Context: an optimization exercise on an open-source flow, tuned for small area, a short achievable clock period and few clock cycles. The choices shown serve that exercise and are no tape-out recipe.
The RTL of this run was laid out without a check of its function.
Power is estimated from default activity; no workload was simulated.

--- flow/run.sh ---
#!/bin/bash
# synth_recipe.tcl (not shown) runs the flow's synth.tcl, then flattens the netlist and writes it again
# the make line also repeats each setting of config.mk as NAME=value (left out here)
make -C /OpenROAD-flow-scripts/flow DESIGN_CONFIG=/design/flow/config.mk WORK_HOME=/design/flow/orfs CLKGATE_MAP_FILE= SYNTH_SCRIPT=/design/flow/synth_recipe.tcl finish
--- flow/config.mk ---
export PLATFORM = sky130hd
export DESIGN_NAME = RV32ICore
export DESIGN_NICKNAME = RV32ICore
export VERILOG_FILES = /design/flow/design.v
export SDC_FILE = /design/flow/constraint.sdc
export NUM_CORES = 8
export LEC_CHECK = 0
export CAP_MARGIN = 20
export CORE_MARGIN = 2
export CORE_UTILIZATION = 40
export SLEW_MARGIN = 20
--- flow/constraint.sdc ---
create_clock -name core_clock -period 12.0 [get_ports {CPU_CLK}]
set_input_delay 2.4000 -clock core_clock [delete_from_list [all_inputs] [get_ports {CPU_CLK}]]
set_output_delay 2.4000 -clock core_clock [all_outputs]
set_load 0.01 [all_outputs]
--- flow/design.v ---
`timescale 1ns / 1ps
module RV32ICore(
    input wire CPU_CLK,
    input wire CPU_RST,
    output wire [31:0] CPU_InstMem_A,        
    input wire [31:0] CPU_InstMem_RD,        
    output wire [31:0] CPU_DataMem_A,        
    output wire [3:0] CPU_DataMem_WE,        
    output wire [31:0] CPU_DataMem_WD,       
    input wire [31:0] CPU_DataMem_RD         
    );
    wire clk = CPU_CLK;
    wire rst = CPU_RST;
    localparam NB = 4;                       
    wire        redir_e;                     
    wire [31:0] redir_e_pc;
    wire        redir_d;                     
    wire [31:0] redir_d_pc;
    wire        stall_d;                     
    reg         e_v, e_rw, e_ld, e_st, e_br, e_jal, e_jalr, e_csr, e_ptk;
    reg  [4:0]  e_rd;
    reg  [2:0]  e_f3;
    reg  [31:0] a_e, r2_e, imm_e, alt_e;
    reg         e_fa_m, e_fa_w, e_fa_w2, e_fb_m, e_fb_w, e_fb_w2;
    reg         e_bimm, e_sub, e_sl, e_sra;
    reg         e_r_sum, e_r_slt, e_r_sltu, e_r_xor, e_r_or, e_r_and, e_r_sh, e_r_b, e_r_link, e_r_csr;
    reg  [1:0]  e_ring;
    reg  [NB-1:0] e_hit;
    reg  [7:0]  e_tag;
    reg         m_rw, m_ld;
    reg  [4:0]  m_rd;
    reg  [2:0]  m_f3;
    reg  [31:0] m_res, m_wd;
    reg  [3:0]  m_we;
    reg         w_rw, w_ld;
    reg  [4:0]  w_rd;
    reg  [2:0]  w_f3;
    reg  [31:0] w_res;
    reg         w2_rw;
    reg  [4:0]  w2_rd;
    reg  [31:0] wb2;
    reg  [NB-1:0]    btb_v;
    reg  [8*NB-1:0]  btb_tag;
    reg  [12*NB-1:0] btb_off;
    reg  [2*NB-1:0]  btb_ctr;
    reg  [1:0]       btb_ptr;
    reg  [31:0] pc_f1;
    reg  [NB-1:0] hit_f1;
    reg  [11:0] off_f1;
    reg         pt_f1;
    integer i;
    always @(*) begin
        off_f1 = 12'd0;
        pt_f1 = 1'b0;
        for (i = 0; i < NB; i = i + 1) begin
            hit_f1[i] = btb_v[i] && (btb_tag[8*i +: 8] == pc_f1[9:2]);
            if (hit_f1[i]) off_f1 = off_f1 | btb_off[12*i +: 12];
            if (hit_f1[i] && btb_ctr[2*i+1]) pt_f1 = 1'b1;
        end
    end
    wire [31:0] pc_f1_inc = pc_f1 + 32'd4;
    wire [31:0] pc_f1_tgt = pc_f1 + {{19{off_f1[11]}}, off_f1, 1'b0};
    always @(posedge clk or posedge rst) begin
        if (rst)
            pc_f1 <= 32'd0;
        else if (redir_e)
            pc_f1 <= redir_e_pc;
        else if (redir_d)
            pc_f1 <= redir_d_pc;
        else if (!stall_d)
            pc_f1 <= pt_f1 ? pc_f1_tgt : pc_f1_inc;
    end
    assign CPU_InstMem_A = pc_f1;
    reg         v_f2, skv, pt_f2;
    reg  [31:0] pc_f2, skid;
    reg  [11:0] poff_f2;
    reg  [NB-1:0] hit_f2;
    always @(posedge clk or posedge rst) begin
        if (rst) begin
            v_f2 <= 1'b0;
            skv <= 1'b0;
        end else if (redir_e || redir_d) begin
            v_f2 <= 1'b0;
            skv <= 1'b0;
        end else if (!stall_d) begin
            v_f2 <= 1'b1;
            skv <= 1'b0;
        end else
            skv <= 1'b1;
    end
    always @(posedge clk) begin
        if (!stall_d) begin
            pc_f2 <= pc_f1;
            pt_f2 <= pt_f1;
            poff_f2 <= off_f1;
            hit_f2 <= hit_f1;
        end
        if (!skv)
            skid <= CPU_InstMem_RD;
    end
    wire [31:0] inst_f2 = skv ? skid : CPU_InstMem_RD;
    reg         v_d, pt_d;
    reg  [31:0] ir, pc_d;
    reg  [11:0] poff_d;
    reg  [NB-1:0] hit_d;
    always @(posedge clk or posedge rst) begin
        if (rst)
            v_d <= 1'b0;
        else if (redir_e || redir_d)
            v_d <= 1'b0;
        else if (!stall_d)
            v_d <= v_f2;
    end
    always @(posedge clk) begin
        if (!stall_d) begin
            ir <= inst_f2;
            pc_d <= pc_f2;
            pt_d <= pt_f2;
            poff_d <= poff_f2;
            hit_d <= hit_f2;
        end
    end
    wire [6:0] opc = ir[6:0];
    wire [2:0] f3  = ir[14:12];
    wire [4:0] rs1 = ir[19:15];
    wire [4:0] rs2 = ir[24:20];
    wire [4:0] rd  = ir[11:7];
    wire is_lui   = opc == 7'b0110111;
    wire is_auipc = opc == 7'b0010111;
    wire is_jal   = opc == 7'b1101111;
    wire is_jalr  = opc == 7'b1100111;
    wire is_br    = opc == 7'b1100011 && (f3[2] || !f3[1]);
    wire is_ld    = opc == 7'b0000011;
    wire is_st    = opc == 7'b0100011;
    wire is_opi   = opc == 7'b0010011;
    wire is_op    = opc == 7'b0110011;
    wire is_csr   = opc == 7'b1110011 && f3[1:0] != 2'b00;
    wire [31:0] immI = {{20{ir[31]}}, ir[31:20]};
    wire [31:0] immS = {{20{ir[31]}}, ir[31:25], ir[11:7]};
    wire [31:0] immB = {{20{ir[31]}}, ir[7], ir[30:25], ir[11:8], 1'b0};
    wire [31:0] immU = {ir[31:12], 12'b0};
    wire [31:0] immJ = {{12{ir[31]}}, ir[19:12], ir[20], ir[30:21], 1'b0};
    wire [31:0] tgt = pc_d + (is_jal ? immJ : (is_auipc ? immU : immB));
    wire [31:0] pc4 = pc_d + 32'd4;
    wire jfit  = (&immJ[20:12]) || !(|immJ[20:12]);
    wire vhit  = (|hit_d) && ((is_br && poff_d == immB[12:1]) || (is_jal && jfit && poff_d == immJ[12:1]));
    wire ptk   = is_jal || (is_br && (vhit ? pt_d : immB[31]));
    wire redir_d_raw = v_d && (ptk ? !(pt_d && vhit) : pt_d);
    assign redir_d = redir_d_raw && !stall_d && !redir_e;
    assign redir_d_pc = ptk ? tgt : pc4;
    wire has_rd = is_lui || is_auipc || is_jal || is_jalr || is_ld || is_opi || is_op || is_csr;
    wire use1 = !(is_lui || is_auipc || is_jal || (is_csr && f3[2]));
    wire use2 = is_br || is_st || is_op;
    wire haz_e = e_ld && ((use1 && rs1 == e_rd) || (use2 && rs2 == e_rd));
    wire haz_m = m_ld && ((use1 && rs1 == m_rd) || (use2 && rs2 == m_rd));
    reg  [4:0] csr_pos;
    reg  [5:0] csr_clr;
    wire csr_ready = csr_clr[5];
    wire csr_wait = is_csr && !(csr_ready && (csr_pos + 5'd1) == ir[24:20]);
    assign stall_d = v_d && (haz_e || haz_m || csr_wait);
    wire fa_m  = use1 && e_rw && e_rd == rs1;
    wire fa_w  = use1 && m_rw && m_rd == rs1;
    wire fa_w2 = use1 && w_rw && w_rd == rs1;
    wire fb_m  = use2 && e_rw && e_rd == rs2;
    wire fb_w  = use2 && m_rw && m_rd == rs2;
    wire fb_w2 = use2 && w_rw && w_rd == rs2;
    reg  [32*32-1:32] rf;
    reg  [31:1]      rfv;
    reg  [31:0] rf_r1, rf_r2;
    integer k;
    always @(*) begin
        rf_r1 = 32'd0;
        rf_r2 = 32'd0;
        for (k = 1; k < 32; k = k + 1) begin
            if (rfv[k] && rs1 == k) rf_r1 = rf_r1 | rf[32*k +: 32];
            if (rfv[k] && rs2 == k) rf_r2 = rf_r2 | rf[32*k +: 32];
        end
    end
    wire [31:0] r1 = (w2_rw && w2_rd == rs1) ? wb2 : rf_r1;
    wire [31:0] r2 = (w2_rw && w2_rd == rs2) ? wb2 : rf_r2;
    genvar g;
    generate
        for (g = 1; g < 32; g = g + 1) begin : rfw
            always @(posedge clk)
                if (w2_rw && w2_rd == g) rf[32*g +: 32] <= wb2;
            always @(posedge clk or posedge rst)
                if (rst) rfv[g] <= 1'b0;
                else if (w2_rw && w2_rd == g) rfv[g] <= 1'b1;
        end
    endgenerate
    wire alu_rr = is_op;
    wire alu_ri = is_opi;
    wire alu = alu_rr || alu_ri;
    wire f7b = ir[30];
    wire d_sub  = (alu_rr && f3 == 3'b000 && f7b) || (alu && (f3 == 3'b010 || f3 == 3'b011)) || is_br;
    wire d_sl   = alu && f3 == 3'b001;
    wire d_sra  = alu && f3 == 3'b101 && f7b;
    wire go_e = v_d && !stall_d && !redir_e;
    always @(posedge clk or posedge rst) begin
        if (rst) begin
            e_v <= 1'b0; e_rw <= 1'b0; e_ld <= 1'b0; e_st <= 1'b0; e_br <= 1'b0;
            e_jal <= 1'b0; e_jalr <= 1'b0; e_csr <= 1'b0;
        end else begin
            e_v    <= go_e;
            e_rw   <= go_e && has_rd && rd != 5'd0;
            e_ld   <= go_e && is_ld && rd != 5'd0;
            e_st   <= go_e && is_st;
            e_br   <= go_e && is_br;
            e_jal  <= go_e && is_jal;
            e_jalr <= go_e && is_jalr;
            e_csr  <= go_e && is_csr;
        end
    end
    always @(posedge clk) begin
        e_rd   <= rd;
        e_f3   <= f3;
        e_ptk  <= ptk;
        a_e    <= (is_csr && f3[2]) ? {27'd0, rs1} : r1;
        r2_e   <= r2;
        imm_e  <= is_lui ? immU : is_auipc ? tgt : is_st ? immS : is_br ? immB : is_jal ? immJ : immI;
        alt_e  <= (is_br && !ptk) ? tgt : pc4;
        e_fa_m <= fa_m;
        e_fa_w <= !fa_m && fa_w;
        e_fa_w2 <= !fa_m && !fa_w && fa_w2;
        e_fb_m <= fb_m;
        e_fb_w <= !fb_m && fb_w;
        e_fb_w2 <= !fb_m && !fb_w && fb_w2;
        e_bimm <= !(is_op || is_br);
        e_sub  <= d_sub;
        e_sl   <= d_sl;
        e_sra  <= d_sra;
        e_r_sum  <= is_ld || is_st || (alu && f3 == 3'b000);
        e_r_slt  <= alu && f3 == 3'b010;
        e_r_sltu <= alu && f3 == 3'b011;
        e_r_xor  <= alu && f3 == 3'b100;
        e_r_or   <= alu && f3 == 3'b110;
        e_r_and  <= alu && f3 == 3'b111;
        e_r_sh   <= alu && (f3 == 3'b001 || f3 == 3'b101);
        e_r_b    <= is_lui || is_auipc;
        e_r_link <= is_jal || is_jalr;
        e_r_csr  <= is_csr;
        e_ring <= ir[26:25];
        e_hit  <= vhit ? hit_d : {NB{1'b0}};
        e_tag  <= pc_d[9:2];
    end
    wire [31:0] A  = e_fa_m ? m_res : e_fa_w ? w_res : e_fa_w2 ? wb2 : a_e;
    wire [31:0] R2 = e_fb_m ? m_res : e_fb_w ? w_res : e_fb_w2 ? wb2 : r2_e;
    wire [31:0] B  = e_bimm ? imm_e : R2;
    wire [32:0] sum33 = {1'b0, A} + {1'b0, B ^ {32{e_sub}}} + {32'd0, e_sub};
    wire [31:0] sum = sum33[31:0];
    wire ltu = !sum33[32];
    wire lts = (A[31] ^ B[31]) ? A[31] : sum[31];
    wire eq  = A == R2;
    function [31:0] rev32(input [31:0] x);
        integer j;
        for (j = 0; j < 32; j = j + 1) rev32[j] = x[31-j];
    endfunction
    wire [31:0] sh_in = e_sl ? rev32(A) : A;
    wire signed [32:0] sh_x = {e_sra & sh_in[31], sh_in};
    wire [32:0] sh_r = sh_x >>> B[4:0];
    wire [31:0] sh_out = e_sl ? rev32(sh_r[31:0]) : sh_r[31:0];
    reg  [32*32-1:0] ring0, ring1, ring2, ring3;
    wire [31:0] head0 = ring0[31:0];
    wire [31:0] head1 = ring1[31:0];
    wire [31:0] head2 = ring2[31:0];
    wire [31:0] head3 = ring3[31:0];
    wire [31:0] csr_old = e_ring[1] ? (e_ring[0] ? head3 : head2) : (e_ring[0] ? head1 : head0);
    wire [31:0] csr_new = (e_f3[1:0] == 2'b01) ? A : (e_f3[1:0] == 2'b10) ? (csr_old | A) : (csr_old & ~A);
    wire csr_w = e_csr;
    wire [31:0] tail0 = (csr_w && e_ring == 2'd0) ? csr_new : (csr_ready ? head0 : 32'd0);
    wire [31:0] tail1 = (csr_w && e_ring == 2'd1) ? csr_new : (csr_ready ? head1 : 32'd0);
    wire [31:0] tail2 = (csr_w && e_ring == 2'd2) ? csr_new : (csr_ready ? head2 : 32'd0);
    wire [31:0] tail3 = (csr_w && e_ring == 2'd3) ? csr_new : (csr_ready ? head3 : 32'd0);
    always @(posedge clk) begin
        ring0 <= {tail0, ring0[32*32-1:32]};
        ring1 <= {tail1, ring1[32*32-1:32]};
        ring2 <= {tail2, ring2[32*32-1:32]};
        ring3 <= {tail3, ring3[32*32-1:32]};
    end
    always @(posedge clk or posedge rst) begin
        if (rst) begin
            csr_pos <= 5'd0;
            csr_clr <= 6'd0;
        end else begin
            csr_pos <= csr_pos + 5'd1;
            if (!csr_clr[5]) csr_clr <= csr_clr + 6'd1;
        end
    end
    wire [31:0] res = ({32{e_r_sum}}  & sum)
                    | ({32{e_r_slt}}  & {31'd0, lts})
                    | ({32{e_r_sltu}} & {31'd0, ltu})
                    | ({32{e_r_xor}}  & (A ^ B))
                    | ({32{e_r_or}}   & (A | B))
                    | ({32{e_r_and}}  & (A & B))
                    | ({32{e_r_sh}}   & sh_out)
                    | ({32{e_r_b}}    & imm_e)
                    | ({32{e_r_link}} & alt_e)
                    | ({32{e_r_csr}}  & csr_old);
    wire cond  = e_f3[2] ? (e_f3[1] ? ltu : lts) : eq;
    wire taken = cond ^ e_f3[0];
    assign redir_e = (e_br && (taken != e_ptk)) || e_jalr;
    assign redir_e_pc = e_jalr ? {sum[31:1], 1'b0} : alt_e;
    wire jfit_e = (&imm_e[20:12]) || !(|imm_e[20:12]);
    wire alloc = !(|e_hit) && ((e_br && taken) || (e_jal && jfit_e));
    genvar b;
    generate
        for (b = 0; b < NB; b = b + 1) begin : btbu
            always @(posedge clk or posedge rst) begin
                if (rst)
                    btb_v[b] <= 1'b0;
                else if (alloc && btb_ptr == b)
                    btb_v[b] <= 1'b1;
            end
            always @(posedge clk) begin
                if (alloc && btb_ptr == b) begin
                    btb_tag[8*b +: 8] <= e_tag;
                    btb_off[12*b +: 12] <= imm_e[12:1];
                    btb_ctr[2*b +: 2] <= e_jal ? 2'd3 : 2'd2;
                end else if (e_br && e_hit[b]) begin
                    if (taken && btb_ctr[2*b +: 2] != 2'd3)
                        btb_ctr[2*b +: 2] <= btb_ctr[2*b +: 2] + 2'd1;
                    else if (!taken && btb_ctr[2*b +: 2] != 2'd0)
                        btb_ctr[2*b +: 2] <= btb_ctr[2*b +: 2] - 2'd1;
                end
            end
        end
    endgenerate
    always @(posedge clk or posedge rst) begin
        if (rst)
            btb_ptr <= 2'd0;
        else if (alloc)
            btb_ptr <= btb_ptr + 2'd1;
    end
    wire [3:0] st_mask = (e_f3[1:0] == 2'b00) ? 4'b0001 : (e_f3[1:0] == 2'b01) ? 4'b0011 :
                         (e_f3[1:0] == 2'b10) ? 4'b1111 : 4'b0000;
    always @(posedge clk or posedge rst) begin
        if (rst) begin
            m_rw <= 1'b0; m_ld <= 1'b0; m_we <= 4'd0;
        end else begin
            m_rw <= e_rw;
            m_ld <= e_ld;
            m_we <= (e_st && !e_f3[2]) ? (st_mask << sum[1:0]) : 4'd0;
        end
    end
    always @(posedge clk) begin
        m_rd  <= e_rd;
        m_f3  <= e_f3;
        m_res <= res;
        m_wd  <= e_f3[1] ? R2 : e_f3[0] ? {2{R2[15:0]}} : {4{R2[7:0]}};
    end
    assign CPU_DataMem_A  = m_res;
    assign CPU_DataMem_WE = m_we;
    assign CPU_DataMem_WD = m_wd;
    wire [31:0] rdata = CPU_DataMem_RD;
    wire [7:0]  ld_b = w_res[1] ? (w_res[0] ? rdata[31:24] : rdata[23:16]) : (w_res[0] ? rdata[15:8] : rdata[7:0]);
    wire [15:0] ld_h = w_res[1] ? rdata[31:16] : rdata[15:0];
    wire [31:0] ldv  = w_f3[1] ? rdata :
                       w_f3[0] ? {{16{!w_f3[2] && ld_h[15]}}, ld_h} :
                                 {{24{!w_f3[2] && ld_b[7]}}, ld_b};
    always @(posedge clk or posedge rst) begin
        if (rst) begin
            w_rw <= 1'b0; w_ld <= 1'b0; w2_rw <= 1'b0;
        end else begin
            w_rw <= m_rw;
            w_ld <= m_ld;
            w2_rw <= w_rw;
        end
    end
    always @(posedge clk) begin
        w_rd  <= m_rd;
        w_f3  <= m_f3;
        w_res <= m_res;
        w2_rd <= w_rd;
        wb2   <= w_ld ? ldv : w_res;
    end
endmodule
==> run notes <==
==> sequential cells by signal, summed over array words and instances (netlist names), 48 cells and up <==
| register | flops |
|---|---|
| ring0 | 1024 |
| ring1 | 1024 |
| ring2 | 1024 |
| ring3 | 1024 |
| rf | 992 |
| btb_off | 48 |
==> critical path: cells and delay by family (launching register included) <==
family                   cells  cell delay, ps
AO/OA/AOI/OAI                8            2980
buffers and inverters        5            2340
multiplexers                 3             940
AND/OR/NAND/NOR              3             610
XOR/XNOR                     2             370
adder cells (fa/ha/maj)      1             360
flip-flops                   1             300
==> worst max-delay path by stage <==
stage                  to  slack, ps
2_1_floorplan   pc_f1[22]       5170
3_3_place_gp   btb_ctr[0]       4070
3_5_place_dp   btb_ctr[0]       3810
4_1_cts        btb_ctr[0]       3780
5_1_grt        btb_ctr[0]       3290
6_report       btb_ctr[0]       3710
==> layer usage <==
metal,up-vias,routed length (um)
met5,-,249
met4,30,37910
met2,6680,215100
met1,47170,200200
met3,2047,59190
li1,41310,-
==> cell usage in the layout (no fill, tap or decap), types with 227 or more instances in the layout <==
cell type and n:
nand3_1 315, o21ai_0 344, nand2_1 397, clkbuf_16 561, a21oi_1 295, dfxtp_1 4422
a22oi_1 484, edfxtp_1 1210, a221oi_1 264, buf_4 275, nor2_1 365, a22o_1 238
xnor2_1 227
==> where the power goes <==
group | leakage (nW) | switching, mW | internal [mW] | total [mW]
Clock | 8.84 | 7.21 | 9.94 | 17.1
Sequential | 48.8 | 0.513 | 20.1 | 20.6
Combinational | 15.0 | 1.59 | 0.904 | 2.49
==> through the flow <==
| stage | instance area [sq um] | utilization [%] | hold WS [ps] | std cells |
|---|---|---|---|---|
| floorplan | 163700 | - | 309.6 | 11170 |
| global placement | 172600 | 42.41 | 309.5 | 16480 |
| detailed placement | 172600 | 42.42 | 312.1 | 16480 |
| CTS | 190700 | 46.86 | 275.7 | 17460 |
| global route | 190800 | 46.89 | 270.9 | 17460 |
| finish | 190900 | 46.90 | 285.3 | 17480 |
==> layout make-up <==
class,count,area share [%]
multi-input combinational,4708,17.68
sequential,5757,67.01
antenna,20,0.02622
tap,5428,3.558
clock inverter,198,1.247
timing repair buffer,441,1.961
inverter,149,0.2943
clock buffer,777,8.220
==> cell families after synthesis <==
logic type | count (synthesis) | synth area share [%]
flops | 5757 | 78.09
compound gates | 2173 | 9.618
simple gates | 1707 | 5.034
buf+inv | 700 | 1.651
mux | 330 | 2.525
xor+xnor | 329 | 1.776
fa+ha+maj | 169 | 1.305
==> flow_summary.ini <==
[timing]
slew_headroom_pct = 16.29
maxSlewViolCount = 0
setup_viol_count_final = 0
fin_crit_ps = 8288
hold_viol = 0
tightestPinTransition_ps = 1244
rsz0062_at_grt = false
period_share_pct = 69.07
tns_ps = 0
worst_slack_ps = 3712
finalClockSkew_ps = 132.4
max_freq_mhz = 120.7

[clocking]
postCtsSetupBuffers = 0
clockBufferDepth = 4
clk-insertion-delay-late_ps = 1070
cts_buffers = 544
tritoncts = done
cts-resized-gates = 0
cts_hold_buf = 0
cts-root-buf = clkbuf_16
numClockSinks = 5757
path_clk_slew_ps = 60
htree_levels = 6

[detailed_routing]
dr.pass1.iters = 12
postRouteAntennaNets = 0
drtIter0Drc = 15360
vias = 97240
routed_wirelength_um = 512600
drc = 0
wl_per_cell_um = 29.33
via_per_inst = 5.563

[synth]
syn_area_sq_um = 163700
avgSynthCellArea_sq_um = 14.66
ys_seq_elements = 5757
yosys-top-cells-count = dfxtp_1, edfxtp_1, a22oi_1
syn-num-nets = 11400
yosys_warnings = 1
synth_edf_count = 1210
synthCells = 11170
ys.flop_type = dfxtp_1
synth_top_cell_by_area = dfxtp_1
post-synth-top-count-cell = dfxtp_1
synth.area.top_cells = dfxtp_1, edfxtp_1, a22oi_1
yosysUniqueCellTypes = 96
yosysTopAreaCellShare_pct = 54.39
ys_seq_area_share_pct = 78.09
async_reset_ff_share_pct = 1.720

[outcome]
status = complete, no violations

[power_and_ir_drop]
leakagePower_nw = 72.64
finalPower_mw = 40.23
power_density_nw_per_um2 = 210.8
peakVddDrop_v = 0.0001441

[layout]
area_growth_pct = 16.57
multi_input_area_sq_um = 33750
register_area_sq_um = 127900
nFillCells = 35070
layout-drive-gt1-share_pct = 12.00
fin_nets = 11840

[global_routing]
grtUsageMet2_pct = 35.27
grt_overflow = 0
grt_pass1_vias = 94890
globalRouteMet3Util_pct = 7.293
antenna_found_initial = 37
grt_usage_pct = 23.90
busiest_layer = met2
met1_usage_pct = 30.76
grt_max_degree = 68
grt_pass1_wl_um = 713100

[min_path]
holdPathStages = 0
hold-path-endpoint = ring0[856]
hp-start = ring0[888]
min_path_type = reg2reg

[worst_setup_path]
critical_path_required_ps = 12750
rrSetupSlack_ps = 3710
crit_start = e_fb_w
crit_top_cell = buf_4
crit_slowest_cell = inv_1
cp_max_fo = 32
arrival_ps = 9040
crit_chain = buf_4 -> clkinv_1 -> mux2i_1 -> o21ai_0 -> mux2i_4 -> buf_4 -> xnor2_1 -> ha_1 -> nor2b_1 -> o31ai_1 -> a21oi_1 -> a221o_1 -> a211o_1 -> a21oi_1 -> nand4b_1 -> a31oi_4 -> xnor2_1 -> buf_4 -> o22ai_1 -> nand3_1 -> inv_1 -> mux2i_1
rr_startpoint = e_fb_w
startpoint_type = register
reg2reg_depth = 22
cp-end-kind = register
timing.rr.end = btb_ctr[0]
slowest_delay_ps = 750
critical_path_class = reg2reg

[die]
die_area_sq_um = 414500
rows = 234
core_area_sq_um = 407000
chipHeight_um = 643.8
ioPinCount = 166
fp.dieW_um = 643.8
initial_core_util_pct = 40.23

[job]
max-cap-violations = 0

[placement]
dpl.hpwl_um = 312700
gp_congestion = 0.9825
io_buffers = 165
place_ws_ps = 3810

==> port drivers added, routing unchanged <==
How much do the figures lean on ideal ports? The routed layout below was timed once more, with nothing changed but the port constraints.
Step 1, drivers: a clkbuf_16 drives CPU_CLK and a buf_2 each remaining input, both assumed.
Step 2 moves the port delays by t, midway between the first and last clock arrival at a register: inputs arrive t later, outputs are due t later. That takes back most of the time a late clock gives input paths.
a / b / c = ideal ports / drivers / drivers and shift; a / b = the first two.
t, ns: 1.108
slack for setup (ns): 3.712 / 3.712 / 3.712
worst setup path after step 2: register to register
latest minus earliest clock arrival (ns): 0.135 / 0.135
After both steps this run still meets setup and hold. The setup slack of this run moves by 0.000 ns with the drivers and by 0.000 ns with both steps.
